Context: an optimization exercise on an open-source flow, tuned for small area and a short achievable clock period. The choices shown serve that exercise and are no tape-out recipe. Function was checked by simulation only, so behaviour that the tests miss may differ from the original. Power is estimated from default activity; no workload was simulated.

## flow/run.sh

```bash
#!/bin/bash
# synth_recipe.tcl (not shown) runs the flow's synth.tcl, then flattens the netlist and writes it again
# the make line also repeats each setting of config.mk as NAME=value (left out here)
make -C /OpenROAD-flow-scripts/flow DESIGN_CONFIG=/design/flow/config.mk WORK_HOME=/design/flow/orfs CLKGATE_MAP_FILE= SYNTH_SCRIPT=/design/flow/synth_recipe.tcl finish
```

## flow/config.mk

```make
export PLATFORM = sky130hd
export DESIGN_NAME = Radix_2_div
export DESIGN_NICKNAME = Radix_2_div
export VERILOG_FILES = /design/flow/design.v
export SDC_FILE = /design/flow/constraint.sdc
export NUM_CORES = 4
export LEC_CHECK = 0
export ABC_AREA = 1
export CAP_MARGIN = 20
export CORE_MARGIN = 2
export CORE_UTILIZATION = 40
export CTS_BUF_LIST = sky130_fd_sc_hd__clkbuf_8
export CTS_CLUSTER_DIAMETER = 60
export CTS_CLUSTER_SIZE = 16
export SETUP_SLACK_MARGIN = 1.5
export SLEW_MARGIN = 20
```

## flow/constraint.sdc

```tcl
create_clock -name core_clock -period 4.0 [get_ports {clock}]
set_input_delay 0.8000 -clock core_clock [delete_from_list [all_inputs] [get_ports {clock}]]
set_output_delay 0.8000 -clock core_clock [all_outputs]
set_load 0.01 [all_outputs]
```

## flow/design.v

```verilog
`timescale 1ns/1ps
module Radix_2_div #(
parameter[3:0]	DSIZE	= 15,
parameter[3:0]	PSIZE	= 15
)(
	input				clock,
	input				rst,
	input [DSIZE-1:0]	divisor,
	input [DSIZE-1:0]	dividend,
	output[PSIZE-1:0]	quotient,
	output[3:0]			quoexp
);
localparam [15:0] FOLD = 16'b0010_0100_1001_0000;
function integer pend;	 
	input integer t;
	integer k;
	begin
		pend = 1;
		for (k = 2; k <= t; k = k + 1)
			pend = FOLD[k] ? 1 : pend + 1;
	end
endfunction
function [14:0] srt_step;
	input [14:0] z;
	input pos, neg;
	input [13:0] d;
	reg [14:0] dx, op;
	reg [15:0] s;
	begin
		dx = {1'b1, d};
		op = ({15{pos}} & ~dx) | ({15{neg}} & dx);
		s = {z, 1'b1} + {op, pos};
		srt_step = s[15:1];
	end
endfunction
reg	[14:0]	n1, d1;
always @(posedge clock) begin
	n1	<= dividend;
	d1	<= divisor;
end
reg	[3:0]	ne;
integer		k;
always @(*) begin
	ne = 4'd15;
	for (k = 0; k < 15; k = k + 1)
		if (d1[k]) ne = 14 - k;
end
wire [14:0]	nd = d1 << ne;
reg	[14*15-1:0]	Zf;	 
reg	[14:0]		Pf, Nf;	 
reg	[14*14-1:0]	Df;	 
reg	[15*4-1:0]	Ef;	 
reg	[15*15-1:0]	Bf;	 
reg	[15*15-1:0]	Lf;	 
always @(posedge clock) begin
	Zf[0 +: 15]	<= n1;
	Pf[0]		<= n1[14];
	Nf[0]		<= 1'b0;
	Df[0 +: 14]	<= nd[13:0];
	Ef[0 +: 4]	<= ne;
end
genvar t;
generate
for (t = 1; t <= 14; t = t + 1) begin: STEP
	wire [14:0]	Z	= (t == 1) ? Zf[0 +: 15] : {Zf[(t-1)*15 +: 14], 1'b0};
	wire		pos	= Pf[t-1];
	wire		neg	= Nf[t-1];
	wire [14:0]	S	= srt_step(Z, pos, neg, Df[(t-1)*14 +: 14]);
	always @(posedge clock) begin
		Ef[t*4 +: 4]	<= Ef[(t-1)*4 +: 4];
		Pf[t]			<= ~S[14] &  S[13];
		Nf[t]			<=  S[14] & ~S[13];
	end
	if (t < 14) begin: KEEPZ
		always @(posedge clock) begin
			Zf[t*15 +: 14]	<= S[13:0];
			Df[t*14 +: 14]	<= Df[(t-1)*14 +: 14];
		end
	end else begin: LASTZ
	end
	if (t == 1) begin: QFIRST
		always @(posedge clock) begin
			Bf[15 +: 1]	<= pos | neg;
			Lf[15 +: 1]	<= neg;
		end
	end else if (FOLD[t]) begin: QFOLD
		localparam integer P = pend(t-1);
		wire [t-2:0]	Bp	= Bf[(t-1)*15 +: t-1];
		wire [P-1:0]	Lp	= Lf[(t-1)*15 +: P];
		wire [t-2:0]	Bn	= Bp - {Lp, 1'b0};
		always @(posedge clock) begin
			Bf[t*15 +: t]	<= {Bn, pos | neg};
			Lf[t*15 +: 1]	<= neg;
		end
	end else begin: QSHIFT
		localparam integer P = pend(t-1);
		always @(posedge clock) begin
			Bf[t*15 +: t]		<= {Bf[(t-1)*15 +: t-1], pos | neg};
			Lf[t*15 +: P+1]	<= {Lf[(t-1)*15 +: P], neg};
		end
	end
end
endgenerate
localparam integer PL = pend(14);
wire		pos0	= Pf[14];
wire		neg0	= Nf[14];
wire [14:0]	Qfin	= {Bf[14*15 +: 14], pos0 | neg0} - {Lf[14*15 +: PL], neg0, 1'b0};
reg	[4:0]	cnt;
always @(posedge clock, posedge rst) begin
	if (rst)			cnt	<= 5'd0;
	else if (!cnt[4])	cnt	<= cnt + 5'd1;
end
reg	[14:0]	Qu;
reg	[3:0]	exp;
always @(posedge clock, posedge rst) begin
	if (rst) begin
		Qu	<= 15'd0;
		exp	<= 4'd0;
	end else begin
		Qu	<= cnt[4] ? Qfin : 15'd0;
		exp	<= cnt[4] ? Ef[14*4 +: 4] : 4'd0;
	end
end
assign	quotient	= Qu;
assign	quoexp		= exp;
endmodule
```

==> results of run 1 <==
==> metrics by stage <==
step           power [W]  setup WS, ns
3_5_place_dp      0.0216          1.15
6_report          0.0253          1.64
2_1_floorplan     0.0188          1.72
3_3_place_gp      0.0213          1.26
4_1_cts           0.0252          1.44
5_1_grt           0.0277          1.43
==> power groups by stage <==
| stage | Clock (W) | Combinational (W) | Sequential (W) |
|---|---|---|---|
| after floorplan | 0 | 0.00899 | 0.00981 |
| after global placement | 0 | 0.0110 | 0.0103 |
| after detailed placement | 0 | 0.0112 | 0.0104 |
| after CTS | 0.00353 | 0.0114 | 0.0102 |
| after global routing | 0.00377 | 0.0134 | 0.0105 |
| final | 0.00334 | 0.0118 | 0.0102 |
==> state kept, by name (all words and copies together), names as in the netlist, 11 cells and up <==
name,count
n1,15
Nf,14
Pf,14
Qu,15
d1,15
Bf,75
Ef,60
STEP.genblk2.QFOLD.Bp,30
STEP.genblk2.QFOLD.Lp,11
Lf,13
Df,196
STEP.Z,197
==> how the worst max path moves through the flow <==
| stage | slack [ns] | to | start |
|---|---|---|---|
| 3_3_place_gp | 1.26 | STEP[2].Z[12] | STEP[1].Z[14] |
| 4_1_cts | 1.44 | STEP[2].Z[12] | STEP[1].Z[14] |
| 2_1_floorplan | 1.72 | STEP[13].Z[12] | Nf[11] |
| 3_5_place_dp | 1.15 | STEP[2].Z[12] | STEP[1].Z[14] |
| 6_report | 1.64 | quotient[3] | Qu[3] |
| 5_1_grt | 1.43 | Pf[3] | Pf[2] |
==> cell families (layout without fill, tap and decap cells) <==
logic type | after synthesis | after routing | synth area share
compound gates | 515 | 515 | 0.119
xor+xnor | 217 | 217 | 0.0753
buf+inv | 260 | 374 | 0.0391
other cells | 0 | 1 | 0
simple gates | 782 | 782 | 0.127
flops | 664 | 664 | 0.532
fa+ha+maj | 214 | 214 | 0.108
==> timing repair <==
item	4_1_cts	5_1_grt
pin swaps	0	11
setup endpoints to repair	31	64
endpoints found under the hold margin	0	0
setup buffers	12	20
gates resized for setup	26	83
==> cell usage in the layout (no fill, tap or decap), drive strengths merged, types with 32 or more instances in the layout <==
master         count
dfxtp            640
nand2            537
o21ai            246
inv              219
ha               209
a21oi            186
xor2             150
nand3            122
nor2              81
xnor2             67
clkbuf            55
clkdlybuf4s50     50
buf               32
==> per-layer routing <==
metal,vias to the layer above,track usage,share of wire
li1,8926,-,-
met1,7800,0.169,0.43
met2,240,0.277,0.51
met3,98,0.0237,0.032
met4,0,0.0540,0.032
met5,-,0,0
==> layout make-up <==
cell class | instances | area (µm²)
clock inverters | 13 | 93.8
inverters | 224 | 891
flip-flops and latches | 664 | 13500
diodes | 1 | 2.50
fillers | 5978 | 34600
well taps | 846 | 1060
clock buffers | 55 | 757
multi-input cells | 1728 | 11000
repair buffers | 82 | 766
==> results_dict.tcl, run 1 <==
set metrics [dict create \
    status "timing/DRC/antenna clean" \
    crit_path_end_kind "output port" \
    route.vias.total 17100 \
    setup_viol 0 \
    finalSetupTns_ns 0 \
    synth.area.top_cells "dfxtp_1, ha_1, nand2_1" \
    rows 92 \
    synth_edf_count 0 \
    clockBufferDepth 3 \
    firstDrtPassIters 5 \
    critPathMaxFanout 1 \
    p_int_w 0.0153 \
    arrival_ns 1.56 \
    track_usage 0.148 \
    min_path_type "register to register" \
    grt_max_degree 25 \
    post-route-util 0.448 \
    hpwl_mm 36.6 \
    ys_top_cells_by_count "dfxtp_1, nand2_1, ha_1" \
    h-tree-depth 2 \
    synthArstFlopShare 0.0361 \
    peakVddDrop_v 0.000323 \
    antenna_left 0 \
    dp.cells 3512 \
    ios 51 \
    cpPeakStageDelay_ns 0.54 \
    via_per_inst 4.72 \
    dieArea_um2 65100 \
    grt.overflow.total 0 \
    slew_headroom 0.394 \
    fin_nets 2995 \
    clkSlewWorstSetupHoldPaths_ns 0.10 \
    r2r_start "Nf[8]" \
    p_sw_w 0.0101 \
    die-height_um 255 \
    tightestPinTransition_ns 0.904 \
    fin_crit_ns 2.36 \
    syn_area_um2 25200 \
    r2r_end "STEP[10].Z[12]" \
    syn_to_final_growth_pct 11.4 \
    path_cells "clkdlybuf4s50_1" \
    clock-root-buffer "clkbuf_8" \
    switching_share 0.398 \
    synthMostInstantiatedCell "dfxtp_1" \
    antenna_found_initial 1 \
    postSynthCellCount 2652 \
    maxCapViolCount 0 \
    r2r_slack_ns 1.64 \
    ys_seq_area_frac 0.532 \
    fmax_ghz 0.423 \
    hp-start "Ef[48]" \
    seqPwrFrac 0.403 \
    hold_ws_ns 0.321 \
    whs_path_depth 0 \
    combPwrFrac 0.465 \
    syn_avg_cell_area_um2 9.51 \
    clkPwrFrac 0.132 \
    power_density_nw_per_um2 902 \
    clock_latency_ns 0.66 \
    layout-drive-gt1-share 0.0875 \
    synth_seq_cells 664 \
    min_to "Ef[52]" \
    finalMaxSlewViolations 0 \
    crit_cells 1 \
    ys_warn_count 1 \
    path_delay_family "buffers and inverters" \
    synth-main-ff-cell "dfxtp_1" \
    ys_types 47 \
    die-width_um 255 \
    crit_buf_inv 1 \
    skew_ns 0.0347 \
    place_area_um2 26600 \
    critPathLaunchType "register" \
    synth_top_area_cell "dfxtp_1" \
    grt_pass1_wl_mm 79.3 \
    grt_pass1_vias 16800 \
    syn_nets 2898 \
    ctsHoldBuffers 0 \
    cp.required_ns 3.20 \
    drt_iter0_markers 782 \
    port-buffer-count 50 \
    rsz0062_at_grt "true" \
    cts_tree "done" \
    numClockSinks 664 \
    core_area_um2 62700 \
    start_util 0.402 \
    finish.instance_area_um2 28100 \
    post-route-period-util 0.591 \
    drc_errors 0 \
    synth_top_area_share 0.508 \
    stdcell_count 3613 \
    worstRegToRegCells 14 \
    hold_violations 0 \
    routedWlPerCell_um 13.2 \
    p_leak_nw 13.0 \
    cts_made_buffers 49 \
    critPathKind "register to output port" \
    finalWirelength_mm 47.8 \
    gp_congestion 0.908 \
    cp_slowest_cell "clkdlybuf4s50_1" \
]
==> inputs of run 2 (changes only) <==
--- a/flow/config.mk
+++ b/flow/config.mk
@@ -12,5 +12,6 @@
 export CTS_BUF_LIST = sky130_fd_sc_hd__clkbuf_8
 export CTS_CLUSTER_DIAMETER = 60
 export CTS_CLUSTER_SIZE = 16
-export SETUP_SLACK_MARGIN = 1.5
+export PLACE_DENSITY = 0.9
+export SETUP_SLACK_MARGIN = 1.6
 export SLEW_MARGIN = 20
==> run 2 against run 1 <==
- still clean
- clock-buffer cell count decreased by 4
- sequential power about the same
- cell count increased by 0.64%
- critical endpoint is now STEP[12].Z[12]
==> results_dict.tcl, run 2 <==
set metrics [dict create \
    h-tree-depth 2 \
    whs_path_depth 0 \
    finalWirelength_mm 47.9 \
    port-buffer-count 50 \
    largest_reg_flops 197 \
    critPathMaxFanout 7 \
    fin_crit_ns 2.48 \
    numClockSinks 664 \
    setup_viol 0 \
    syn_to_final_growth_pct 13.7 \
    synth_top_area_share 0.508 \
    ys_warn_count 1 \
    core_area_um2 62700 \
    syn_nets 2898 \
    crit_path_end_kind "register" \
    post-route-period-util 0.619 \
    cp.required_ns 4.56 \
    synthMostInstantiatedCell "dfxtp_1" \
    drc_errors 0 \
    rows 92 \
    route.vias.total 17900 \
    firstDrtPassIters 6 \
    synth_edf_count 0 \
    critPathKind "register to register" \
    status "timing/DRC/antenna clean" \
    syn_avg_cell_area_um2 9.51 \
    fillers 5411 \
    worstRegToRegCells 14 \
    power_density_nw_per_um2 917 \
    switching_share 0.403 \
    grt_pass1_wl_mm 74.7 \
    fin_nets 3026 \
    maxCapViolCount 0 \
    die-height_um 255 \
    die-width_um 255 \
    p_int_w 0.0157 \
    ys_top_cells_by_count "dfxtp_1, nand2_1, ha_1" \
    gp_congestion 0.869 \
    synth-main-ff-cell "dfxtp_1" \
    layout_commonest_cell "dfxtp_1" \
    cts_made_buffers 49 \
    ctsHoldBuffers 0 \
    via_per_inst 4.92 \
    cts_tree "done" \
    p_sw_w 0.0106 \
    hold_ws_ns 0.316 \
    finalSetupTns_ns 0 \
    clkPwrFrac 0.124 \
    postSynthCellCount 2652 \
    synth.area.top_cells "dfxtp_1, ha_1, nand2_1" \
    fin_total_pwr_w 0.0263 \
    grt.overflow.total 0 \
    ys_types 47 \
    grt_pass1_vias 17700 \
    num_antenna_cells 0 \
    p_leak_nw 13.3 \
    synthArstFlopShare 0.0361 \
    antenna_left 0 \
    synth_top_area_cell "dfxtp_1" \
    skew_ns 0.0605 \
    clock_latency_ns 0.67 \
    syn_area_um2 25200 \
    layout_common_cells "dfxtp_1, nand2_1, ha_1, inv_1, a21oi_1" \
    ios 51 \
    clkSlewWorstSetupHoldPaths_ns 0.10 \
    arrival_ns 3.04 \
    layout-drive-gt1-share 0.120 \
    drt_iter0_markers 975 \
    track_usage 0.136 \
    fmax_ghz 0.404 \
    clockBufferDepth 3 \
    antenna_found_initial 0 \
    peakVddDrop_v 0.000364 \
    routedWlPerCell_um 13.2 \
    start_util 0.402 \
    place_area_um2 26600 \
    tightestPinTransition_ns 0.955 \
    finish.instance_area_um2 28700 \
    ys_seq_area_frac 0.532 \
    grt_max_degree 25 \
    hold_violations 0 \
    dieArea_um2 65100 \
    finalMaxSlewViolations 0 \
    min_path_type "register to register" \
    slew_headroom 0.362 \
    clock-root-buffer "clkbuf_8" \
    seqPwrFrac 0.387 \
    critPathLaunchType "register" \
    rsz0062_at_grt "true" \
    synth_seq_cells 664 \
    hpwl_mm 32.0 \
    combPwrFrac 0.489 \
]
run 2: worst max-delay path, cell delays in order (launching register included):
cell	delay [ns]
dfxtp_4	0.42
clkinvlp_4	0.21
o21ai_2	0.16
ha_1	0.31
a21oi_1	0.20
nand2_1	0.11
nand2_1	0.08
nand2_1	0.09
a21oi_4	0.18
o21ai_1	0.13
nand3_1	0.12
nand2_1	0.09
nand3_1	0.07
nand2_1	0.06
xor2_1	0.14
run 2: metrics by stage:
| stage | worst slack [ns] | cells | utilization |
|---|---|---|---|
| after global routing | 1.44 | 3636 | 0.457 |
| after CTS | 1.57 | 3588 | 0.441 |
| final | 1.52 | 3636 | 0.457 |
| after detailed placement | 1.24 | 3512 | 0.425 |
| after floorplan | 1.72 | 2652 | - |
| after global placement | 1.29 | 3512 | 0.425 |
run 2: routing by layer:
layer | share of wire | up-vias | wire, µm | global-route usage
met5 | 0 | - | 0 | 0
li1 | - | 8995 | - | -
met4 | 0.044 | 0 | 2120 | 0.0630
met3 | 0.038 | 164 | 1830 | 0.0235
met2 | 0.54 | 447 | 26100 | 0.278
met1 | 0.37 | 8287 | 17900 | 0.129
run 2: final timing paths:
kind                       startpoint        endpoint  slack (ns)
max in group asynchronous         rst          Qu[14]        2.70
hold / removal                  n1[7]    STEP[1].Z[7]        0.32
hold reg to reg                 n1[7]    STEP[1].Z[7]        0.32
min in group asynchronous         rst           Qu[0]        0.65
setup reg to reg               Pf[10]  STEP[12].Z[12]        1.52
setup / recovery               Pf[10]  STEP[12].Z[12]        1.52
run 2: what timing repair did:
action,in CTS,in global routing
resized for setup,50,197
hold endpoints to repair,0,0
pin swaps,1,69
cloned,1,0
setup endpoints to repair,59,85
setup buffers,14,48
run 2: kinds of logic after synthesis:
logic type	synth area share
AO/OA/AOI/OAI	0.119
XOR/XNOR	0.0753
adder cells (fa/ha/maj)	0.108
buffers and inverters	0.0391
flip-flops	0.532
AND/OR/NAND/NOR	0.127
run 2: cell type report:
type | count | area [µm²] | share of cell area
Timing Repair inverter | 1 | 7.51 | 0.000262
Inverter | 224 | 901 | 0.0314
Tap cell | 846 | 1060 | 0.0369
Multi-Input combinational cell | 1728 | 11400 | 0.397
Clock buffer | 51 | 702 | 0.0245
Sequential cell | 664 | 13500 | 0.471
Clock inverter | 10 | 106 | 0.00371
Timing Repair Buffer | 112 | 1010 | 0.0352
run 2: power groups by stage:
stage                     clock [W]  sequential (W)  combinational (W)
after floorplan                   0         0.00981            0.00899
after global placement            0          0.0101             0.0106
after detailed placement          0          0.0102             0.0110
after CTS                   0.00331          0.0101             0.0113
after global routing        0.00359          0.0104             0.0143
final                       0.00327          0.0102             0.0129
==> inputs of run 3 (changes only) <==
--- a/flow/config.mk
+++ b/flow/config.mk
@@ -12,6 +12,5 @@
 export CTS_BUF_LIST = sky130_fd_sc_hd__clkbuf_8
 export CTS_CLUSTER_DIAMETER = 60
 export CTS_CLUSTER_SIZE = 16
-export PLACE_DENSITY = 0.9
 export SETUP_SLACK_MARGIN = 1.6
 export SLEW_MARGIN = 20
==> run 3 against run 2 <==
- sequential power hardly changed
- design area fell by 0.38%
- wire length rose by 1.4%
- critical path depth down 4
- register-to-register slack better by 0.098 ns
- non-clock buffer count up 8
- worst hold slack gained 0.0054 ns
- utilization decreased by 0.17 points
- global-route usage increased by 1.3 points
- largest cell class unchanged
==> results_dict.tcl, run 3 <==
set metrics [dict create \
    status "timing/DRC/antenna clean" \
    slew_headroom 0.393 \
    finalMaxSlewViolations 0 \
    rows 92 \
    clock_latency_ns 0.66 \
    cts_made_buffers 49 \
    hold_violations 0 \
    postSynthCellCount 2652 \
    synthMostInstantiatedCell "dfxtp_1" \
    stdcell_count 3652 \
    power_density_nw_per_um2 910 \
    route.vias.total 17200 \
    fillers 5937 \
    track_usage 0.149 \
    critPathMaxFanout 3 \
    syn_to_final_growth_pct 13.2 \
    grt_max_degree 25 \
    routedWlPerCell_um 13.3 \
    syn_avg_cell_area_um2 9.51 \
    synth_seq_cells 664 \
    hpwl_mm 36.6 \
    setup_viol 0 \
    grt_pass1_vias 16900 \
    arrival_ns 2.89 \
    layout-drive-gt1-share 0.111 \
    p_leak_nw 13.3 \
    critPathKind "register to register" \
    layout_commonest_cell "dfxtp_1" \
    largest_reg_flops 197 \
    start_util 0.402 \
    r2r_slack_ns 1.62 \
    fin_crit_ns 2.38 \
    layout_common_cells "dfxtp_1, nand2_1, ha_1, inv_1, a21oi_1" \
    synth_top_area_share 0.508 \
    drc_errors 0 \
    post-route-period-util 0.595 \
    clockBufferDepth 3 \
    core_area_um2 62700 \
    ys_warn_count 1 \
    cts_tree "done" \
    firstDrtPassIters 5 \
    h-tree-depth 2 \
    min_path_type "register to register" \
    clkSlewWorstSetupHoldPaths_ns 0.10 \
    crit_path_end_kind "register" \
    die-height_um 255 \
    gp_congestion 0.908 \
    tightestPinTransition_ns 0.905 \
    finalWirelength_mm 48.6 \
    via_per_inst 4.72 \
    synth_top_area_cell "dfxtp_1" \
    peakVddDrop_v 0.000335 \
    clock-root-buffer "clkbuf_8" \
    dieArea_um2 65100 \
    antenna_found_initial 1 \
    fin_total_pwr_w 0.0260 \
    skew_ns 0.0325 \
    finalSetupTns_ns 0 \
    synth_edf_count 0 \
    rsz0062_at_grt "true" \
    ctsHoldBuffers 0 \
    syn_nets 2898 \
    grt_pass1_wl_mm 79.4 \
    synthArstFlopShare 0.0361 \
    port-buffer-count 50 \
    numClockSinks 664 \
    syn_area_um2 25200 \
    ys_types 47 \
    grt.overflow.total 0 \
    die-width_um 255 \
    synth-main-ff-cell "dfxtp_1" \
    antenna_left 0 \
    worst_slack_ns 1.62 \
    critPathLaunchType "register" \
    fmax_ghz 0.420 \
    ys_seq_area_frac 0.532 \
    ios 51 \
    place_area_um2 26600 \
    dp_slack_ns 1.15 \
    finish.instance_area_um2 28600 \
    fin_nets 3034 \
    ys_top_cells_by_count "dfxtp_1, nand2_1, ha_1" \
    synth.area.top_cells "dfxtp_1, ha_1, nand2_1" \
    dp.cells 3512 \
    drt_iter0_markers 820 \
    maxCapViolCount 0 \
    cp.required_ns 4.51 \
]
## run 3: cell counts after synthesis
No cell type changed its count.
## run 3: kinds of logic after synthesis
family	share of synthesized area
AND/OR/NAND/NOR	0.127
flip-flops	0.532
AO/OA/AOI/OAI	0.119
buffers and inverters	0.0391
XOR/XNOR	0.0753
adder cells (fa/ha/maj)	0.108
## run 3: cell type report
| class | count | area [µm²] | share of cell area |
|---|---|---|---|
| Inverter | 224 | 896 | 0.0314 |
| Antenna cell | 1 | 2.50 | 0.0000876 |
| Sequential cell | 664 | 13500 | 0.473 |
| Clock inverter | 13 | 93.8 | 0.00329 |
| Timing Repair inverter | 1 | 7.51 | 0.000263 |
| Tap cell | 846 | 1060 | 0.0371 |
| Multi-Input combinational cell | 1728 | 11200 | 0.392 |
| Timing Repair Buffer | 120 | 1040 | 0.0363 |
| Clock buffer | 55 | 757 | 0.0265 |
## run 3: per-layer routing
| layer | share of wire | global-route usage | up-vias |
|---|---|---|---|
| met4 | 0.031 | 0.0531 | 0 |
| met1 | 0.42 | 0.170 | 7907 |
| li1 | - | - | 9010 |
| met5 | 0 | 0 | - |
| met2 | 0.51 | 0.278 | 232 |
| met3 | 0.033 | 0.0237 | 92 |
## run 3: path summary, 6_finish.rpt
path | start | endpoint | cells after the start
worst max-delay path | Bf[210] | Qu[13] | 10
worst min-delay path | Ef[48] | Ef[52] | 0
worst max register to register | Bf[210] | Qu[13] | 10
worst min register to register | Ef[48] | Ef[52] | 0
max in group asynchronous | rst | Qu[9] | 2
min in group asynchronous | rst | Qu[5] | 2
## run 3: where the power goes
part	internal [W]	switching [W]	total, W	leakage (nW)
sequential	0.00903	0.00122	0.0102	5.69
combinational	0.00533	0.00707	0.0124	7.14
clock	0.00131	0.00203	0.00334	0.463
## run 3: timing repair
action                     in CTS  in global routing
cloned                          0                  1
pin swaps                       0                 54
setup endpoints to repair      68                 83
setup buffers                  15                 55
resized for setup              53                144
## run 3: critical path, stage by stage (launching register included)
cell and delay, ns:
dfxtp_2 0.33, inv_2 0.06, ha_4 0.14, inv_2 0.04, fa_2 0.36, a211o_1 0.35, nor3_4 0.25, nand3_2 0.12
or3_1 0.37, xor2_1 0.17, nor2_1 0.06
## run 3: through the flow
step	hold WS [ns]	utilization
after detailed placement	0.312	0.425
after global routing	0.331	0.455
after global placement	0.310	0.425
after floorplan	0.310	-
after CTS	0.322	0.442
final	0.321	0.455
==> inputs of run 4 (changes only) <==
--- a/flow/config.mk
+++ b/flow/config.mk
@@ -8,9 +8,10 @@
 export ABC_AREA = 1
 export CAP_MARGIN = 20
 export CORE_MARGIN = 2
-export CORE_UTILIZATION = 40
+export CORE_UTILIZATION = 55
 export CTS_BUF_LIST = sky130_fd_sc_hd__clkbuf_8
 export CTS_CLUSTER_DIAMETER = 60
 export CTS_CLUSTER_SIZE = 16
+export PLACE_DENSITY = 0.6
 export SETUP_SLACK_MARGIN = 1.6
 export SLEW_MARGIN = 20
==> run 4 against run 3 <==
- fmax grew 0.62%
- wire length shrank 2.4%
- die area fell by 27%
- combinational power increased by 4%
- highest routed layer unchanged
==> results_dict.tcl, run 4 <==
set metrics [dict create \
    status "timing/DRC/antenna clean" \
    cp_slowest_cell "or3_4" \
    min_to "Bf[214]" \
    syn_nets 2898 \
    firstDrtPassIters 5 \
    num_antenna_cells 0 \
    antenna_left 0 \
    finalWirelength_mm 47.4 \
    synth_top_area_cell "dfxtp_1" \
    synth-main-ff-cell "dfxtp_1" \
    clkSlewWorstSetupHoldPaths_ns 0.09 \
    path_delay_family "simple AND/OR/NAND/NOR gates" \
    fmax_ghz 0.423 \
    cp.required_ns 4.58 \
    critPathMaxFanout 3 \
    synth.area.top_cells "dfxtp_1, ha_1, nand2_1" \
    p_leak_nw 13.5 \
    ys_warn_count 1 \
    r2r_start "Bf[210]" \
    ys_types 47 \
    track_usage 0.199 \
    largest_reg_flops 197 \
    synth_seq_cells 664 \
    crit_top_cell "inv_2" \
    slew_headroom 0.409 \
    via_per_inst 5.01 \
    syn_to_final_growth_pct 13.6 \
    hpwl_mm 35.3 \
    r2r_end "Qu[13]" \
    drt_iter0_markers 684 \
    port-buffer-count 50 \
    route.vias.total 17200 \
    crit_buf_inv 2 \
    start_util 0.557 \
    synth_edf_count 0 \
    arrival_ns 2.94 \
    grt_pass1_vias 17000 \
    ios 51 \
    clock-root-buffer "clkbuf_8" \
    synthMostInstantiatedCell "dfxtp_1" \
    dieArea_um2 47600 \
    grt_max_degree 25 \
    hold_ws_ns 0.329 \
    cpPeakStageDelay_ns 0.38 \
    fin_crit_ns 2.36 \
    r2r_slack_ns 1.64 \
    critPathLaunchType "register" \
    postSynthCellCount 2652 \
    grt_pass1_wl_mm 77.7 \
    ys_seq_area_frac 0.532 \
    synth_top_area_share 0.508 \
    skew_ns 0.0246 \
    ys_top_cells_by_count "dfxtp_1, nand2_1, ha_1" \
    worstRegToRegCells 10 \
    syn_area_um2 25200 \
    hold_violations 0 \
    rsz0062_at_grt "true" \
    clock_latency_ns 0.67 \
    finalSetupTns_ns 0 \
    antenna_found_initial 0 \
    die-width_um 218 \
    cts_tree "done" \
    synthArstFlopShare 0.0361 \
    layout_commonest_cell "dfxtp_1" \
    dp.cells 3266 \
    stdcell_count 3427 \
    hp-start "Bf[198]" \
    ctsHoldBuffers 0 \
    numClockSinks 664 \
    peakVddDrop_v 0.000528 \
    clockBufferDepth 3 \
    layout-drive-gt1-share 0.133 \
    rows 78 \
    h-tree-depth 2 \
    die-height_um 218 \
    crit_path_end_kind "register" \
    drc_errors 0 \
    power_density_nw_per_um2 929 \
    grt.overflow.total 0 \
    core_area_um2 45300 \
    gp_congestion 0.821 \
    fin_nets 3053 \
    critPathKind "register to register" \
    routedWlPerCell_um 13.8 \
    tightestPinTransition_ns 0.885 \
    path_cells "inv_2, ha_4, inv_2, fa_2, a211o_1, nor3_4, nand3_2, or3_4, xor2_1, nor2_1" \
    min_path_type "register to register" \
    whs_path_depth 0 \
    maxCapViolCount 0 \
    setup_viol 0 \
    post-route-period-util 0.591 \
    layout_common_cells "dfxtp_1, nand2_1, ha_1, inv_1, a21oi_1" \
    cts_made_buffers 51 \
    finalMaxSlewViolations 0 \
    syn_avg_cell_area_um2 9.51 \
]
==> run 4: cell types whose count changed in the layout (fill, tap and decap cells not counted), sizes merged <==
cell | previous run | this run
buf | 70 | 87
clkdlybuf4s50 | 39 | 34
dlygate4sd2 | 9 | 14
clkinv | 6 | 8
clkinvlp | 10 | 12
bufinv | 1 | 2
clkbuf | 55 | 56
diode | 1 | 0
inv | 221 | 220
==> run 4: per-layer routing <==
metal	up-vias	share of wire	global-route usage
li1	9033	-	-
met1	7882	0.42	0.222
met2	183	0.52	0.380
met3	80	0.028	0.0331
met4	0	0.024	0.0658
met5	-	0	0
==> run 4: logic make-up (layout without fill, tap and decap cells) <==
kind of cell	after synthesis	in the layout	synth area share
xor+xnor	217	217	0.0753
simple gates	782	782	0.127
compound gates	515	515	0.119
flops	664	664	0.532
buf+inv	260	435	0.0391
fa+ha+maj	214	214	0.108
==> run 4: what timing repair did <==
| item | in CTS | in global routing |
|---|---|---|
| gates cloned | 0 | 1 |
| pin swaps | 4 | 84 |
| setup buffers | 20 | 67 |
| endpoints found under the setup margin | 82 | 76 |
| gates resized for setup | 73 | 178 |
| endpoints found under the hold margin | 0 | 0 |
==> run 4: report_power, final <==
| group | total [W] | switching, W | leakage, nW | internal (W) |
|---|---|---|---|---|
| clock network | 0.00352 | 0.00209 | 0.499 | 0.00143 |
| logic | 0.0129 | 0.00725 | 7.27 | 0.00567 |
| registers | 0.0102 | 0.00116 | 5.69 | 0.00902 |
==> run 4: cell type report <==
type / count / area [µm²]
clock buffer: 56 / 771
fill: 3810 / 16600
multi-input combinational: 1728 / 11400
timing repair inverter: 1 / 5.00
tap: 600 / 751
inverter: 224 / 892
clock inverter: 17 / 180
timing repair buffer: 137 / 1140
sequential: 664 / 13500
==> run 4: how the worst max path moves through the flow <==
stage / start / end / slack [ns] / depth (start not counted)
2_1_floorplan: Nf[11] / STEP[13].Z[12] / 1.72 / 15
3_3_place_gp: Pf[12] / STEP[14].Z[13] / 1.17 / 10
3_5_place_dp: Pf[12] / STEP[14].Z[13] / 1.16 / 10
4_1_cts: Pf[12] / STEP[14].Z[13] / 1.59 / 10
5_1_grt: Bf[210] / Qu[13] / 1.48 / 10
6_report: Bf[210] / Qu[13] / 1.64 / 10
==> run 4: through the flow <==
step	setup slack, ns	power (W)	util	area (µm²)
2_1_floorplan	1.72	0.0188	-	25200
3_5_place_dp	1.16	0.0215	0.581	26300
6_report	1.64	0.0266	0.633	28700
3_3_place_gp	1.17	0.0213	0.581	26300
5_1_grt	1.48	0.0289	0.633	28700
4_1_cts	1.59	0.0255	0.609	27600
==> inputs of run 5 (changes only) <==
--- a/flow/config.mk
+++ b/flow/config.mk
@@ -8,10 +8,10 @@
 export ABC_AREA = 1
 export CAP_MARGIN = 20
 export CORE_MARGIN = 2
-export CORE_UTILIZATION = 55
+export CORE_UTILIZATION = 60
 export CTS_BUF_LIST = sky130_fd_sc_hd__clkbuf_8
 export CTS_CLUSTER_DIAMETER = 60
 export CTS_CLUSTER_SIZE = 16
-export PLACE_DENSITY = 0.6
+export PLACE_DENSITY = 0.85
 export SETUP_SLACK_MARGIN = 1.6
 export SLEW_MARGIN = 20
==> run 5 against run 4 <==
- setup slack lost 0.099 ns
- register-to-register slack lost 0.099 ns
- clock-buffer cell count shrank 4
- via count grew 5.4%
- cell count shrank 2.7%
- combinational power is essentially flat
- clock power shrank 8.2%
- design area shrank 1.6%
- first-iteration DRC count grew 62%
- clock skew grew 0.014 ns
- synthesized cell count is the same
- flip-flop and latch count is the same
- largest power group unchanged
- highest routed layer unchanged
==> results_dict.tcl, run 5 <==
set metrics [dict create \
    rsz0062_at_grt "true" \
    start_util 0.604 \
    die-width_um 209 \
    synth_compound_area_frac 0.119 \
    grt_pass1_wl_mm 78.7 \
    num_antenna_cells 0 \
    crit_path_end_kind "register" \
    setup_viol 0 \
    synth_top_family_by_area "simple AND/OR/NAND/NOR gates" \
    syn_to_final_growth_pct 11.8 \
    muxShareOfSynthArea 0 \
    path_cells "clkinvlp_4, o21ai_2, ha_1, a21oi_1, a21boi_2, o21ai_2, a21boi_2, o21ai_2, a21oi_1, xor2_1" \
    critPathMaxFanout 5 \
    hold_violations 0 \
    port-buffer-count 50 \
    h-tree-depth 2 \
    clockBufferDepth 3 \
    synth_edf_count 0 \
    core_area_um2 41800 \
    p_leak_nw 13.2 \
    cp_slowest_cell "dfxtp_4" \
    crit_top_cell "o21ai_2" \
    ctsHoldBuffers 0 \
    largest_reg_flops 197 \
    cts_tree "done" \
    clock-root-buffer "clkbuf_8" \
    grt.overflow.total 0 \
    drt_iter0_markers 1105 \
    status "timing/DRC/antenna clean" \
    tightestPinTransition_ns 0.851 \
    cts_made_buffers 48 \
    fmax_ghz 0.406 \
    via_per_inst 5.43 \
    dieArea_um2 43700 \
    hpwl_mm 35.0 \
    syn_nets 2898 \
    antenna_found_initial 0 \
    firstDrtPassIters 6 \
    skew_ns 0.0389 \
    synthXorXnorAreaFrac 0.0753 \
    peakVddDrop_v 0.000554 \
    synth_top_area_share 0.508 \
    grt_pass1_vias 17900 \
    syn_area_um2 25200 \
    drc_errors 0 \
    layout-drive-gt1-share 0.116 \
    ios 51 \
    antenna_left 0 \
    synthMostInstantiatedCell "dfxtp_1" \
    routedWlPerCell_um 15.1 \
    maxCapViolCount 0 \
    cp.required_ns 4.52 \
    layout_common_cells "dfxtp_1, nand2_1, ha_1, inv_1, o21ai_0" \
    ys_top_cells_by_count "dfxtp_1, nand2_1, ha_1" \
    route.vias.total 18100 \
    synth_seq_cells 664 \
    synth_top_area_cell "dfxtp_1" \
    track_usage 0.213 \
    clkSlewWorstSetupHoldPaths_ns 0.10 \
    clock_latency_ns 0.62 \
    synthSimpleGateAreaFrac 0.127 \
    ys_warn_count 1 \
    ys_types 47 \
    synth-adder-area-share 0.108 \
    numClockSinks 664 \
    rows 75 \
    postSynthCellCount 2652 \
    synthArstFlopShare 0.0361 \
    critPathKind "register to register" \
    finalWirelength_mm 50.3 \
    critPathLaunchType "register" \
    syn_avg_cell_area_um2 9.51 \
    synth-main-ff-cell "dfxtp_1" \
    grt_max_degree 25 \
    cpPeakStageDelay_ns 0.41 \
    arrival_ns 2.98 \
    finalMaxSlewViolations 0 \
    synth.area.top_cells "dfxtp_1, ha_1, nand2_1" \
    finalSetupTns_ns 0 \
    post-route-period-util 0.616 \
    die-height_um 209 \
    ys_seq_area_frac 0.532 \
    min_path_type "register to register" \
    power_density_nw_per_um2 936 \
    fin_nets 3031 \
    slew_headroom 0.432 \
    layout_commonest_cell "dfxtp_1" \
    fin_crit_ns 2.46 \
    fin_total_pwr_w 0.0264 \
    gp_congestion 0.904 \
]
## run 5: changes by cell type in the layout (fill, tap and decap cells not counted), sizes merged
| cell | before | now |
|---|---|---|
| dlymetal6s2s | 2 | 0 |
| clkinvlp | 12 | 9 |
| inv | 220 | 221 |
| buf | 87 | 67 |
| bufinv | 2 | 1 |
| dlygate4sd2 | 14 | 0 |
| clkdlybuf4s50 | 34 | 50 |
| clkinv | 8 | 4 |
| clkbuf | 56 | 53 |
## run 5: metrics by stage
stage | hold WS [ns] | cells | setup slack [ns] | util | cell area (µm²)
global placement | 0.310 | 3205 | 1.37 | 0.629 | 26300
global route | 0.332 | 3336 | 1.46 | 0.675 | 28200
CTS | 0.323 | 3278 | 1.53 | 0.653 | 27300
floorplan | 0.310 | 2652 | 1.72 | - | 25200
finish | 0.318 | 3336 | 1.54 | 0.675 | 28200
detailed placement | 0.312 | 3205 | 1.18 | 0.629 | 26300
## run 5: layer usage
layer	part of all wire	GRT usage	vias to the layer above
li1	-	-	8999
met1	0.40	0.237	8517
met2	0.53	0.410	436
met3	0.037	0.0298	161
met4	0.036	0.0808	0
met5	0	0	-
## run 5: report_power, final
part	leakage (nW)	internal (W)	switching [W]
sequential	5.69	0.00902	0.00118
combinational	7.12	0.00547	0.00749
clock	0.422	0.00125	0.00199
total	13.2	0.0157	0.0107
## run 5: kinds of logic (layout without fill, tap and decap cells)
| kind of cell | count (synthesis) | after routing |
|---|---|---|
| simple gates | 782 | 782 |
| flops | 664 | 664 |
| compound gates | 515 | 515 |
| buf+inv | 260 | 405 |
| xor+xnor | 217 | 217 |
| fa+ha+maj | 214 | 214 |
## run 5: worst max-delay path, delay by kind of cell, from the launching register on
family,cells,cell delay [ns]
compound gates,7,1.18
flops,1,0.41
fa+ha+maj,1,0.30
xor+xnor,1,0.29
buf+inv,1,0.16
## run 5: area by class of cell
cell class | count | area, µm²
clock buffer | 52 | 716
clock inverter | 10 | 78.8
fill | 2910 | 13600
inverter | 224 | 898
multi-input combinational | 1728 | 11300
sequential | 664 | 13500
tap | 539 | 674
timing repair buffer | 118 | 1010
timing repair inverter | 1 | 5.00
## run 5: worst paths after layout
path / endpoint / start / slack (ns) / cells past startpoint
min in group asynchronous: Qu[6] / rst / 0.67 / 2
min reg2reg: STEP[1].Z[11] / n1[11] / 0.32 / 0
max in group asynchronous: Qu[9] / rst / 2.80 / 2
max: STEP[14].Z[13] / Pf[12] / 1.54 / 10
min: STEP[1].Z[11] / n1[11] / 0.32 / 0
max reg2reg: STEP[14].Z[13] / Pf[12] / 1.54 / 10
## run 5: repair_timing
action                     CTS  global route
buffers inserted            11            57
pin swaps                    1            64
setup endpoints to repair   66            71
resized for setup           55           158
gates cloned                 0             1
==> inputs of run 6 (changes only) <==
--- a/flow/config.mk
+++ b/flow/config.mk
@@ -6,12 +6,12 @@
 export NUM_CORES = 4
 export LEC_CHECK = 0
 export ABC_AREA = 1
-export CAP_MARGIN = 20
+export CAP_MARGIN = 0
 export CORE_MARGIN = 2
-export CORE_UTILIZATION = 60
+export CORE_UTILIZATION = 40
 export CTS_BUF_LIST = sky130_fd_sc_hd__clkbuf_8
 export CTS_CLUSTER_DIAMETER = 60
 export CTS_CLUSTER_SIZE = 16
-export PLACE_DENSITY = 0.85
+export PLACE_DENSITY = 0.75
 export SETUP_SLACK_MARGIN = 1.6
-export SLEW_MARGIN = 20
+export SLEW_MARGIN = 0
==> run 6 against run 5 <==
- still clean on timing, DRC and antenna
- via count is 7.1% lower
- register-to-register slack better by 0.16 ns
- design area hardly changed
- area after synthesis stayed put
- wire length is 11% lower
- critical path depth is 1 lower
- cell count is 8.7% higher
- die area is 49% higher
- critical endpoint is now Qu[13]
- highest routed layer unchanged
==> results_dict.tcl, run 6 <==
set metrics [dict create \
    ys_top_cells_by_count "dfxtp_1, nand2_1, ha_1" \
    postSynthCellCount 2652 \
    dieArea_um2 65100 \
    largest_reg_flops 197 \
    track_usage 0.135 \
    critPathLaunchType "register" \
    synth_edf_count 0 \
    power_density_nw_per_um2 893 \
    hp-start "Ef[26]" \
    peakVddDrop_v 0.000451 \
    grt_max_degree 25 \
    setup_viol 0 \
    routedWlPerCell_um 12.3 \
    finalMaxSlewViolations 0 \
    clock_latency_ns 0.63 \
    route.vias.total 16800 \
    min_path_type "register to register" \
    skew_ns 0.0482 \
    antenna_left 0 \
    ios 51 \
    critPathKind "register to register" \
    dp_slack_ns 1.29 \
    arrival_ns 2.77 \
    gp_congestion 0.863 \
    synth-main-ff-cell "dfxtp_1" \
    clockBufferDepth 3 \
    ys_warn_count 1 \
    hold_violations 0 \
    synth_seq_cells 664 \
    cp.required_ns 4.46 \
    rsz0062_at_grt "true" \
    r2r_start "Nf[14]" \
    worst_slack_ns 1.69 \
    maxCapViolCount 0 \
    rows 92 \
    min_to "Ef[30]" \
    worstRegToRegCells 9 \
    firstDrtPassIters 5 \
    synthMostInstantiatedCell "dfxtp_1" \
    ctsHoldBuffers 0 \
    tightestPinTransition_ns 0.959 \
    port-buffer-count 50 \
    status "timing/DRC/antenna clean" \
    grt_pass1_wl_mm 72.9 \
    fin_nets 3016 \
    synthArstFlopShare 0.0361 \
    start_util 0.402 \
    fillers 5880 \
    finalWirelength_mm 44.6 \
    finalSetupTns_ns 0 \
    cts_tree "done" \
    fin_crit_ns 2.31 \
    cts_made_buffers 48 \
    layout-drive-gt1-share 0.0997 \
    slew_headroom 0.360 \
    regArea_um2 13500 \
    use_met1 0.158 \
    p_leak_nw 13.1 \
    grt_pass1_vias 16200 \
    post-route-period-util 0.577 \
    whs_path_depth 0 \
    synth_top_area_cell "dfxtp_1" \
    numClockSinks 664 \
    die-width_um 255 \
    ys_seq_area_frac 0.532 \
    syn_to_final_growth_pct 11.9 \
    layout_common_cells "dfxtp_1, nand2_1, ha_1, inv_1, o21ai_0" \
    h-tree-depth 2 \
    clock-root-buffer "clkbuf_8" \
    synth_top_area_share 0.508 \
    grt_use_met3 0.0197 \
    ys_types 47 \
    multi_input_area_um2 11100 \
    die-height_um 255 \
    clkSlewWorstSetupHoldPaths_ns 0.10 \
    antenna_found_initial 1 \
    drt_iter0_markers 854 \
    synth.area.top_cells "dfxtp_1, ha_1, nand2_1" \
    r2r_end "Qu[13]" \
    syn_nets 2898 \
    crit_path_end_kind "register" \
    hpwl_mm 33.2 \
    via_per_inst 4.64 \
    r2r_slack_ns 1.69 \
    drc_errors 0 \
    layout_commonest_cell "dfxtp_1" \
    busiest_layer "met2" \
    critPathMaxFanout 3 \
    grtUsageMet2 0.250 \
    core_area_um2 62700 \
    fmax_ghz 0.433 \
    syn_avg_cell_area_um2 9.51 \
    syn_area_um2 25200 \
    grt.overflow.total 0 \
]
[run 6: cell counts after synthesis]
No cell type changed its count.
[run 6: per-layer routing]
metal  vias to the layer above  routed length, µm
li1                       8945                  -
met1                      7590              19500
met2                       213              22700
met3                        79               1280
met5                         -                  0
met4                         0               1070
[run 6: what timing repair did]
| item | 4_1_cts | 5_1_grt |
|---|---|---|
| cloned | 0 | 1 |
| hold endpoints to repair | 0 | 0 |
| pin swaps | 2 | 36 |
| buffers inserted | 11 | 42 |
| endpoints found under the setup margin | 55 | 72 |
| resized for setup | 38 | 112 |
[run 6: stage by stage]
stage                     utilization  total power (W)  instance area (µm²)  std cells  hold slack [ns]
final                           0.450           0.0252                28200       3626            0.318
after detailed placement        0.425           0.0213                26600       3512            0.312
after floorplan                     -           0.0188                25200       2652            0.310
after global routing            0.450           0.0274                28200       3626            0.331
after global placement          0.425           0.0210                26600       3512            0.310
after CTS                       0.439           0.0246                27600       3582            0.327
[run 6: layout make-up]
type	count	share of cell area
flip-flops and latches	664	0.478
multi-input cells	1728	0.393
well taps	846	0.0375
repair buffers	103	0.0322
inverters	224	0.0315
clock buffers	51	0.0249
clock inverters	8	0.00244
repair inverters	1	0.000177
diodes	1	0.0000887
[run 6: worst max-delay path, stage by stage, from the launching register on]
cell	delay (ns)
dfxtp_2	0.39
ha_2	0.20
inv_1	0.05
fa_2	0.35
a211o_1	0.35
nor3_4	0.15
nand3_2	0.11
or3_4	0.34
xor2_1	0.15
nor2_1	0.06
[run 6: worst max-delay path by stage]
stage                        from             end  slack (ns)
floorplan                  Nf[11]  STEP[13].Z[12]        1.72
global placement    STEP[1].Z[14]   STEP[2].Z[12]        1.35
detailed placement  STEP[1].Z[14]   STEP[2].Z[12]        1.29
CTS                 STEP[1].Z[14]   STEP[2].Z[12]        1.54
global route        STEP[1].Z[14]   STEP[2].Z[12]        1.54
finish                     Nf[14]          Qu[13]        1.69
[run 6: logic make-up after synthesis]
family                     Yosys count  synth area share
AOI/OAI and AO/OA                  515             0.119
xor gates and xnor gates           217            0.0753
adders and majority gates          214             0.108
buffers and inverters              260            0.0391
DFF                                664             0.532
and+or+nand+nor                    782             0.127
[run 6: report_power, final]
group | total [W] | internal, W | switching, W
sequential | 0.0102 | 0.00902 | 0.00117
clock | 0.00316 | 0.00122 | 0.00194
combinational | 0.0119 | 0.00512 | 0.00673
total | 0.0252 | 0.0154 | 0.00984
==> inputs of run 7 (changes only) <==
--- a/flow/config.mk
+++ b/flow/config.mk
@@ -6,12 +6,12 @@
 export NUM_CORES = 4
 export LEC_CHECK = 0
 export ABC_AREA = 1
-export CAP_MARGIN = 0
+export CAP_MARGIN = 20
 export CORE_MARGIN = 2
 export CORE_UTILIZATION = 40
 export CTS_BUF_LIST = sky130_fd_sc_hd__clkbuf_8
 export CTS_CLUSTER_DIAMETER = 60
 export CTS_CLUSTER_SIZE = 16
 export PLACE_DENSITY = 0.75
-export SETUP_SLACK_MARGIN = 1.6
-export SLEW_MARGIN = 0
+export SETUP_SLACK_MARGIN = 1.7
+export SLEW_MARGIN = 20
==> run 7 against run 6 <==
- still clean on timing, DRC and antenna
- non-clock buffer count is 72 higher
- utilization is 1.4 points higher
- wire length is 5.0% higher
- clock power hardly changed
- worst hold slack worse by 0.0042 ns
- clock-buffer cell count stayed put
- synthesized cell count stayed put
- sequential share of layout area is 1.4 points lower
- fmax is 2.8% higher
- global-route usage is 0.081 points higher
- highest routed layer unchanged
==> results_dict.tcl, run 7 <==
set metrics [dict create \
    whs_path_depth 0 \
    firstDrtPassIters 5 \
    arrival_ns 2.75 \
    p_int_w 0.0160 \
    synth_edf_count 0 \
    layout_commonest_cell "dfxtp_1" \
    r2r_slack_ns 1.76 \
    grt_pass1_wl_mm 73.3 \
    via_per_inst 4.68 \
    p_sw_w 0.0103 \
    synth_seq_cells 664 \
    layout-drive-gt1-share 0.141 \
    synthArstFlopShare 0.0361 \
    hold_violations 0 \
    power_density_nw_per_um2 904 \
    worstRegToRegCells 14 \
    syn_avg_cell_area_um2 9.51 \
    critPathKind "register to register" \
    antenna_found_initial 1 \
    cp.required_ns 4.51 \
    fin_nets 3088 \
    critPathLaunchType "register" \
    stdcell_count 3699 \
    ys_top_cells_by_count "dfxtp_1, nand2_1, ha_1" \
    p_leak_nw 13.6 \
    clock-root-buffer "clkbuf_8" \
    fin_crit_ns 2.24 \
    layout_common_cells "dfxtp_1, nand2_1, ha_1, inv_1, o21ai_0" \
    grt_max_degree 25 \
    dieArea_um2 65100 \
    hold_ws_ns 0.314 \
    cts_made_buffers 48 \
    port-buffer-count 50 \
    post-route-period-util 0.561 \
    antenna_left 0 \
    skew_ns 0.0498 \
    gp_congestion 0.863 \
    grt_pass1_vias 16300 \
    syn_to_final_growth_pct 15.3 \
    combPwrFrac 0.493 \
    min_path_type "register to register" \
    finalMaxSlewViolations 0 \
    syn_area_um2 25200 \
    tightestPinTransition_ns 0.923 \
    maxCapViolCount 0 \
    finalWirelength_mm 46.8 \
    drt_iter0_markers 810 \
    r2r_end "Pf[5]" \
    fin_total_pwr_w 0.0263 \
    dp_slack_ns 1.29 \
    die-height_um 255 \
    fmax_ghz 0.446 \
    largest_reg_flops 197 \
    start_util 0.402 \
    dp.cells 3512 \
    seqPwrFrac 0.386 \
    synth_top_area_cell "dfxtp_1" \
    synth-main-ff-cell "dfxtp_1" \
    h-tree-depth 2 \
    clkSlewWorstSetupHoldPaths_ns 0.09 \
    min_to "Ef[30]" \
    syn_nets 2898 \
    routedWlPerCell_um 12.7 \
    clock_latency_ns 0.63 \
    ios 51 \
    worst_slack_ns 1.76 \
    hp-start "Ef[26]" \
    core_area_um2 62700 \
    rsz0062_at_grt "true" \
    fillers 5759 \
    synth_top_area_share 0.508 \
    synth.area.top_cells "dfxtp_1, ha_1, nand2_1" \
    clkPwrFrac 0.121 \
    status "timing/DRC/antenna clean" \
    setup_viol 0 \
    synthMostInstantiatedCell "dfxtp_1" \
    crit_path_end_kind "register" \
    clockBufferDepth 3 \
    cts_tree "done" \
    track_usage 0.135 \
    postSynthCellCount 2652 \
    ys_types 47 \
    numClockSinks 664 \
    drc_errors 0 \
    peakVddDrop_v 0.000463 \
    hpwl_mm 33.2 \
    route.vias.total 17300 \
    rows 92 \
    finalSetupTns_ns 0 \
    slew_headroom 0.381 \
    ys_warn_count 1 \
    r2r_start "Pf[4]" \
    switching_share 0.392 \
    ys_seq_area_frac 0.532 \
    grt.overflow.total 0 \
    critPathMaxFanout 8 \
    die-width_um 255 \
]
run 7: cell counts after synthesis:
Identical to the previous run, type by type.
run 7: layer usage:
| layer | global-route usage | routed length [µm] | vias up |
|---|---|---|---|
| met5 | 0 | 0 | - |
| met4 | 0.0458 | 1290 | 0 |
| met3 | 0.0196 | 1280 | 94 |
| met2 | 0.251 | 24200 | 221 |
| met1 | 0.159 | 20000 | 7903 |
| li1 | - | - | 9098 |
run 7: power groups by stage:
stage	Clock, W	Combinational (W)	Sequential (W)
floorplan	0	0.00899	0.00981
global placement	0	0.0107	0.0103
detailed placement	0	0.0110	0.0103
CTS	0.00328	0.0112	0.0102
global route	0.00353	0.0146	0.0104
finish	0.00317	0.0130	0.0102
run 7: worst max-delay path, cell delays in order (launching register included):
cell	delay, ns
dfxtp_4	0.36
clkinvlp_4	0.20
o21ai_2	0.23
ha_4	0.24
a21oi_2	0.11
a21boi_4	0.19
o21ai_2	0.09
a21boi_2	0.20
o21ai_2	0.11
nand3_1	0.11
nand2_1	0.06
nand2_1	0.07
nand2_2	0.07
nand2_2	0.07
inv_1	0.04
run 7: area by class of cell:
class                      count  area, µm²  area share
sequential                   664      13500       0.465
multi-input combinational   1728      11400       0.391
timing repair buffer         175       1450      0.0499
tap                          846       1060      0.0364
inverter                     224        915      0.0314
clock buffer                  51        702      0.0241
clock inverter                 8       68.8     0.00237
timing repair inverter         1       7.51    0.000258
antenna                        2       5.00    0.000172
run 7: repair_timing:
action | 4_1_cts | 5_1_grt
buffers inserted | 21 | 104
pin swaps | 9 | 86
resized for setup | 87 | 181
endpoints found under the setup margin | 94 | 86
gates cloned | 0 | 1
hold buffers | 0 | 0
run 7: cell families (layout without fill, tap and decap cells):
family / after synthesis / count (layout) / share of synthesized area
compound gates: 515 / 515 / 0.119
buf+inv: 260 / 459 / 0.0391
other cells: 0 / 2 / 0
flops: 664 / 664 / 0.532
xor+xnor: 217 / 217 / 0.0753
simple gates: 782 / 782 / 0.127
fa+ha+maj: 214 / 214 / 0.108
run 7: stage by stage:
| stage | utilization | instance area [µm²] |
|---|---|---|
| 6_report | 0.464 | 29100 |
| 5_1_grt | 0.464 | 29100 |
| 4_1_cts | 0.442 | 27700 |
| 3_5_place_dp | 0.425 | 26600 |
| 3_3_place_gp | 0.425 | 26600 |
| 2_1_floorplan | - | 25200 |
run 7: worst max-delay path by stage:
stage,end,slack [ns],startpoint
after floorplan,STEP[13].Z[12],1.72,Nf[11]
after global placement,STEP[2].Z[12],1.35,STEP[1].Z[14]
after detailed placement,STEP[2].Z[12],1.29,STEP[1].Z[14]
after CTS,STEP[2].Z[12],1.67,STEP[1].Z[14]
after global routing,STEP[5].Z[12],1.60,Pf[3]
final,Pf[5],1.76,Pf[4]
==> inputs of run 8 (changes only) <==
--- a/flow/config.mk
+++ b/flow/config.mk
@@ -13,5 +13,5 @@
 export CTS_CLUSTER_DIAMETER = 60
 export CTS_CLUSTER_SIZE = 16
 export PLACE_DENSITY = 0.75
-export SETUP_SLACK_MARGIN = 1.7
+export SETUP_SLACK_MARGIN = 1.65
 export SLEW_MARGIN = 20
==> run 8 against run 7 <==
- clock skew is essentially flat
- total power decreased by 2.2%
- register-to-register slack got worse by 0.04 ns
- via count fell by 1.9%
- setup slack got worse by 0.038 ns
- flip-flop and latch count did not move
- critical path depth rose by 1
- area after synthesis is the same
- wire length fell by 2.8%
- clock-buffer cell count unchanged
==> results_dict.tcl, run 8 <==
set metrics [dict create \
    status "timing/DRC/antenna clean" \
    synth_top_area_cell "dfxtp_1" \
    finalWirelength_mm 45.5 \
    grt_pass1_wl_mm 73.2 \
    synth_top_area_share 0.508 \
    hold_violations 0 \
    worstRegToRegCells 15 \
    power_density_nw_per_um2 898 \
    ys_seq_area_frac 0.532 \
    clock-root-buffer "clkbuf_8" \
    arrival_ns 2.82 \
    rsz0062_at_grt "true" \
    synth-main-ff-cell "dfxtp_1" \
    numClockSinks 664 \
    clockBufferDepth 3 \
    min_path_type "register to register" \
    syn_avg_cell_area_um2 9.51 \
    grt.overflow.total 0 \
    r2r_start "STEP[1].Z[14]" \
    firstDrtPassIters 5 \
    antenna_found_initial 1 \
    layout_commonest_cell "dfxtp_1" \
    core_area_um2 62700 \
    peakVddDrop_v 0.000482 \
    ys_top_cells_by_count "dfxtp_1, nand2_1, ha_1" \
    tightestPinTransition_ns 0.907 \
    largest_reg_flops 197 \
    syn_area_um2 25200 \
    crit_path_start "STEP[1].Z[14]" \
    p_leak_nw 13.4 \
    routedWlPerCell_um 12.4 \
    ys_types 47 \
    drt_iter0_markers 813 \
    crit_path_end_kind "register" \
    ctsHoldBuffers 0 \
    layout-drive-gt1-share 0.118 \
    fin_crit_ns 2.28 \
    dieArea_um2 65100 \
    antenna_left 0 \
    r2r_end "STEP[2].Z[12]" \
    gp_congestion 0.863 \
    r2r_slack_ns 1.72 \
    rows 92 \
    synth.area.top_cells "dfxtp_1, ha_1, nand2_1" \
    h-tree-depth 2 \
    die-width_um 255 \
    die-height_um 255 \
    grt_pass1_vias 16200 \
    cp.required_ns 4.54 \
    skew_ns 0.0495 \
    finalMaxSlewViolations 0 \
    post-route-util 0.457 \
    post-route-period-util 0.570 \
    clock_latency_ns 0.63 \
    critPathLaunchType "register" \
    critPathMaxFanout 7 \
    syn_nets 2898 \
    critPathKind "register to register" \
    track_usage 0.135 \
    place_area_um2 26600 \
    postSynthCellCount 2652 \
    via_per_inst 4.64 \
    crit_end "STEP[2].Z[12]" \
    port-buffer-count 50 \
    drc_errors 0 \
    grt_max_degree 25 \
    cts_made_buffers 48 \
    clkSlewWorstSetupHoldPaths_ns 0.09 \
    fillers 5822 \
    maxCapViolCount 0 \
    synthMostInstantiatedCell "dfxtp_1" \
    finalSetupTns_ns 0 \
    synth_seq_cells 664 \
    hpwl_mm 33.2 \
    slew_headroom 0.391 \
    fin_total_pwr_w 0.0257 \
    setup_viol 0 \
    ys_warn_count 1 \
    fmax_ghz 0.438 \
    route.vias.total 17000 \
    fin_nets 3050 \
    finish.instance_area_um2 28700 \
    start_util 0.402 \
    cts_tree "done" \
    synthArstFlopShare 0.0361 \
    layout_common_cells "dfxtp_1, nand2_1, ha_1, inv_1, o21ai_0" \
    syn_to_final_growth_pct 13.6 \
    ios 51 \
    synth_edf_count 0 \
]
run 8: cell counts after synthesis:
Identical to the previous run, type by type.
run 8: worst min path at each step:
stage,start,end,cells past startpoint
detailed placement,Bf[61],Bf[77],0
global placement,Ef[52],Ef[56],0
global route,Bf[195],Bf[211],0
CTS,Bf[169],STEP[13].genblk2.QFOLD.Bp[5],0
floorplan,STEP[7].genblk2.QFOLD.Bp[0],Bf[106],0
finish,Ef[26],Ef[30],0
run 8: where the power goes:
group | total [W] | internal [W] | leakage (nW) | switching [W]
Sequential | 0.0102 | 0.00903 | 5.69 | 0.00116
Clock | 0.00317 | 0.00122 | 0.407 | 0.00195
Combinational | 0.0124 | 0.00542 | 7.29 | 0.00695
run 8: layout make-up:
type                       count  area, µm²  area share
antenna                        1       2.50   0.0000873
clock buffer                  51        702      0.0245
clock inverter                 8       68.8     0.00240
inverter                     224        902      0.0315
multi-input combinational   1728      11200       0.391
sequential                   664      13500       0.472
tap                          846       1060      0.0369
timing repair buffer         137       1190      0.0417
timing repair inverter         1       5.00    0.000175
run 8: logic make-up after synthesis:
logic type / share of synthesized area
simple gates: 0.127
flops: 0.532
compound gates: 0.119
buf+inv: 0.0391
xor+xnor: 0.0753
fa+ha+maj: 0.108
run 8: repair_timing:
item	4_1_cts	5_1_grt
gates cloned	0	1
endpoints found under the setup margin	66	89
gates resized for setup	57	151
buffers inserted	16	71
pin swaps	4	61
run 8: critical path: stages, from the launching register on:
cell and delay [ns]:
dfxtp_2 0.38, clkinv_4 0.09, nor2_2 0.13, inv_1 0.08, fa_1 0.41, inv_1 0.07, a21o_1 0.10, a21oi_1 0.09
o21ai_2 0.19, nand3_1 0.09, nand2_1 0.10, nand3_1 0.09, nand2_1 0.10, nand3_1 0.07, nand2_1 0.08, xor2_1 0.13
run 8: routing by layer:
layer,vias up,part of all wire,global-route usage
li1,9008,-,-
met1,7687,0.43,0.159
met2,214,0.51,0.251
met3,83,0.027,0.0196
met4,0,0.024,0.0429
met5,-,0,0
run 8: through the flow:
step	std cells	hold WS [ns]	worst slack [ns]
finish	3660	0.316	1.72
global route	3660	0.331	1.54
CTS	3587	0.327	1.60
detailed placement	3512	0.312	1.29
global placement	3512	0.310	1.35
floorplan	2652	0.310	1.72
==> inputs of run 9 (changes only) <==
--- a/flow/config.mk
+++ b/flow/config.mk
@@ -13,5 +13,5 @@
 export CTS_CLUSTER_DIAMETER = 60
 export CTS_CLUSTER_SIZE = 16
 export PLACE_DENSITY = 0.75
-export SETUP_SLACK_MARGIN = 1.65
+export SETUP_SLACK_MARGIN = 1.6
 export SLEW_MARGIN = 20
==> run 9 against run 8 <==
- still clean
- global-route usage fell by 0.053 points
- utilization fell by 0.69 points
- clock skew fell by 0.0012 ns
- sequential power barely moved
- total power fell by 2.0%
- area after synthesis did not move
- design area fell by 1.5%
- critical endpoint is now Qu[13]
==> results_dict.tcl, run 9 <==
set metrics [dict create \
    cts_made_buffers 48 \
    h-tree-depth 2 \
    multi_input_area_um2 11100 \
    cts_tree "done" \
    min_path_type "register to register" \
    postSynthCellCount 2652 \
    layout-drive-gt1-share 0.0997 \
    finalWirelength_mm 44.6 \
    dieArea_um2 65100 \
    via_per_inst 4.64 \
    maxCapViolCount 0 \
    grt_pass1_wl_mm 72.9 \
    routedWlPerCell_um 12.3 \
    drt_iter0_markers 854 \
    crit_path_start "Nf[14]" \
    ys_top_cells_by_count "dfxtp_1, nand2_1, ha_1" \
    antenna_found_initial 1 \
    peakVddDrop_v 0.000451 \
    grt_max_degree 25 \
    ys_warn_count 1 \
    finalMaxSlewViolations 0 \
    setup_viol 0 \
    syn_area_um2 25200 \
    cp.required_ns 4.46 \
    syn_nets 2898 \
    largest_reg_flops 197 \
    fin_crit_ns 2.30 \
    rows 92 \
    layout_common_cells "dfxtp_1, nand2_1, ha_1, inv_1, o21ai_0" \
    drc_errors 0 \
    synthArstFlopShare 0.0361 \
    synth_edf_count 0 \
    port-buffer-count 50 \
    core_area_um2 62700 \
    r2r_slack_ns 1.70 \
    r2r_start "Nf[14]" \
    power_density_nw_per_um2 893 \
    firstDrtPassIters 7 \
    worstRegToRegCells 9 \
    finalSetupTns_ns 0 \
    synth.area.top_cells "dfxtp_1, ha_1, nand2_1" \
    regArea_um2 13500 \
    grt_pass1_vias 16200 \
    slew_headroom 0.388 \
    gp_congestion 0.863 \
    hpwl_mm 33.2 \
    route.vias.total 16800 \
    skew_ns 0.0483 \
    synthMostInstantiatedCell "dfxtp_1" \
    synth_seq_cells 664 \
    critPathLaunchType "register" \
    syn_to_final_growth_pct 11.9 \
    post-route-period-util 0.576 \
    grt.overflow.total 0 \
    ys_types 47 \
    ios 51 \
    worst_slack_ns 1.70 \
    critPathKind "register to register" \
    clock_latency_ns 0.63 \
    layout_commonest_cell "dfxtp_1" \
    fmax_ghz 0.434 \
    rsz0062_at_grt "true" \
    hold_violations 0 \
    synth_top_area_cell "dfxtp_1" \
    dp_slack_ns 1.29 \
    numClockSinks 664 \
    synth-main-ff-cell "dfxtp_1" \
    tightestPinTransition_ns 0.912 \
    fillers 5880 \
    arrival_ns 2.77 \
    die-height_um 255 \
    crit_end "Qu[13]" \
    antenna_left 0 \
    clock-root-buffer "clkbuf_8" \
    start_util 0.402 \
    die-width_um 255 \
    clkSlewWorstSetupHoldPaths_ns 0.10 \
    fin_nets 3016 \
    ys_seq_area_frac 0.532 \
    critPathMaxFanout 3 \
    track_usage 0.135 \
    p_leak_nw 13.1 \
    r2r_end "Qu[13]" \
    clockBufferDepth 3 \
    status "timing/DRC/antenna clean" \
    synth_top_area_share 0.508 \
    syn_avg_cell_area_um2 9.51 \
    crit_path_end_kind "register" \
    ctsHoldBuffers 0 \
]
## run 9: cell count changes in the layout (fill, tap and decap cells not counted), sizes merged
cell	previous run	this run
clkdlybuf4s50	39	49
clkbuf	53	52
dlymetal6s2s	8	1
dlygate4sd2	3	0
buf	85	52
## run 9: kinds of logic after synthesis
| logic type | after synthesis | synth area share |
|---|---|---|
| XOR/XNOR | 217 | 0.0753 |
| adder cells (fa/ha/maj) | 214 | 0.108 |
| AO/OA/AOI/OAI | 515 | 0.119 |
| flip-flops | 664 | 0.532 |
| AND/OR/NAND/NOR | 782 | 0.127 |
| buffers and inverters | 260 | 0.0391 |
## run 9: worst min-delay path by stage
stage / start / endpoint / slack, ns / cells after the start
floorplan: STEP[7].genblk2.QFOLD.Bp[0] / Bf[106] / 0.31 / 0
detailed placement: Bf[61] / Bf[77] / 0.31 / 0
global placement: Ef[52] / Ef[56] / 0.31 / 0
CTS: Bf[169] / STEP[13].genblk2.QFOLD.Bp[5] / 0.33 / 0
global route: Bf[195] / Bf[211] / 0.33 / 0
finish: Ef[26] / Ef[30] / 0.32 / 0
## run 9: worst max-delay path: stages (launching register included)
cell and delay, ns:
dfxtp_2 0.39, ha_2 0.20, inv_1 0.05, fa_2 0.35, a211o_1 0.35, nor3_4 0.15
nand3_2 0.11, or3_4 0.34, xor2_1 0.15, nor2_1 0.06
## run 9: report_power, final
group | internal (W) | leakage (nW) | total [W] | switching (W)
Sequential | 0.00902 | 5.69 | 0.0102 | 0.00117
Combinational | 0.00512 | 7.00 | 0.0119 | 0.00673
Clock | 0.00122 | 0.407 | 0.00316 | 0.00194
## run 9: metal layers
layer	share of wire	vias to the layer above	global-route usage
met5	0	-	0
met4	0.024	0	0.0431
met3	0.029	79	0.0197
met2	0.51	216	0.250
met1	0.44	7592	0.158
li1	-	8946	-
## run 9: what timing repair did
action	in CTS	in global routing
gates resized for setup	38	112
buffers inserted	11	42
pin swaps	2	36
endpoints found under the setup margin	55	72
cloned	0	1
## run 9: final cells by class
type	instances	area share
tap	846	0.0375
inverter	224	0.0315
sequential	664	0.478
timing repair buffer	103	0.0322
antenna	1	0.0000887
timing repair inverter	1	0.000177
multi-input combinational	1728	0.393
clock buffer	51	0.0249
clock inverter	8	0.00244
## run 9: metrics by stage
step	util	hold WS (ns)	instance area [µm²]	std cells	total power [W]
detailed placement	0.425	0.312	26600	3512	0.0213
CTS	0.439	0.327	27600	3582	0.0246
finish	0.450	0.318	28200	3626	0.0252
global placement	0.425	0.310	26600	3512	0.0210
floorplan	-	0.310	25200	2652	0.0188
global route	0.450	0.331	28200	3626	0.0274

==> what the ideal ports hide <==
Ports are ideal in the flow. The routed layouts listed here were re-timed in OpenROAD.
Step 1 sets driving cells, clkbuf_16 on the clock port and buf_2 on the other inputs (assumed; they add their load-dependent delay and slew).
Step 2 times the ports against the registers' clock, not the clock port: input delays grow and output delays shrink by t, the midpoint of the rising clock arrivals with the driver on.
Slacks: ideal ports / drivers / drivers and shift; pairs: ideal ports / drivers.
run | shift t [ns] | setup WS [ns] | hold slack, ns | worst setup path after step 2
run 1 | 0.704 | 1.635 / 1.579 / 1.642 | 0.321 / 0.321 / 0.321 | register to register
run 2 | 0.696 | 1.523 / 1.523 / 1.523 | 0.316 / 0.316 / 0.316 | register to register
run 3 | 0.700 | 1.620 / 1.620 / 1.620 | 0.321 / 0.321 / 0.321 | register to register
run 4 | 0.716 | 1.635 / 1.635 / 1.635 | 0.329 / 0.329 / 0.329 | register to register
run 5 | 0.655 | 1.536 / 1.536 / 1.536 | 0.318 / 0.318 / 0.318 | register to register
run 6 | 0.659 | 1.693 / 1.647 / 1.693 | 0.318 / 0.318 / 0.318 | register to register
run 7 | 0.657 | 1.756 / 1.756 / 1.756 | 0.314 / 0.314 / 0.314 | register to register
run 8 | 0.659 | 1.718 / 1.661 / 1.718 | 0.316 / 0.316 / 0.316 | register to register
run 9 | 0.659 | 1.696 / 1.647 / 1.696 | 0.318 / 0.318 / 0.318 | register to register
After both steps every run listed still meets setup and hold.
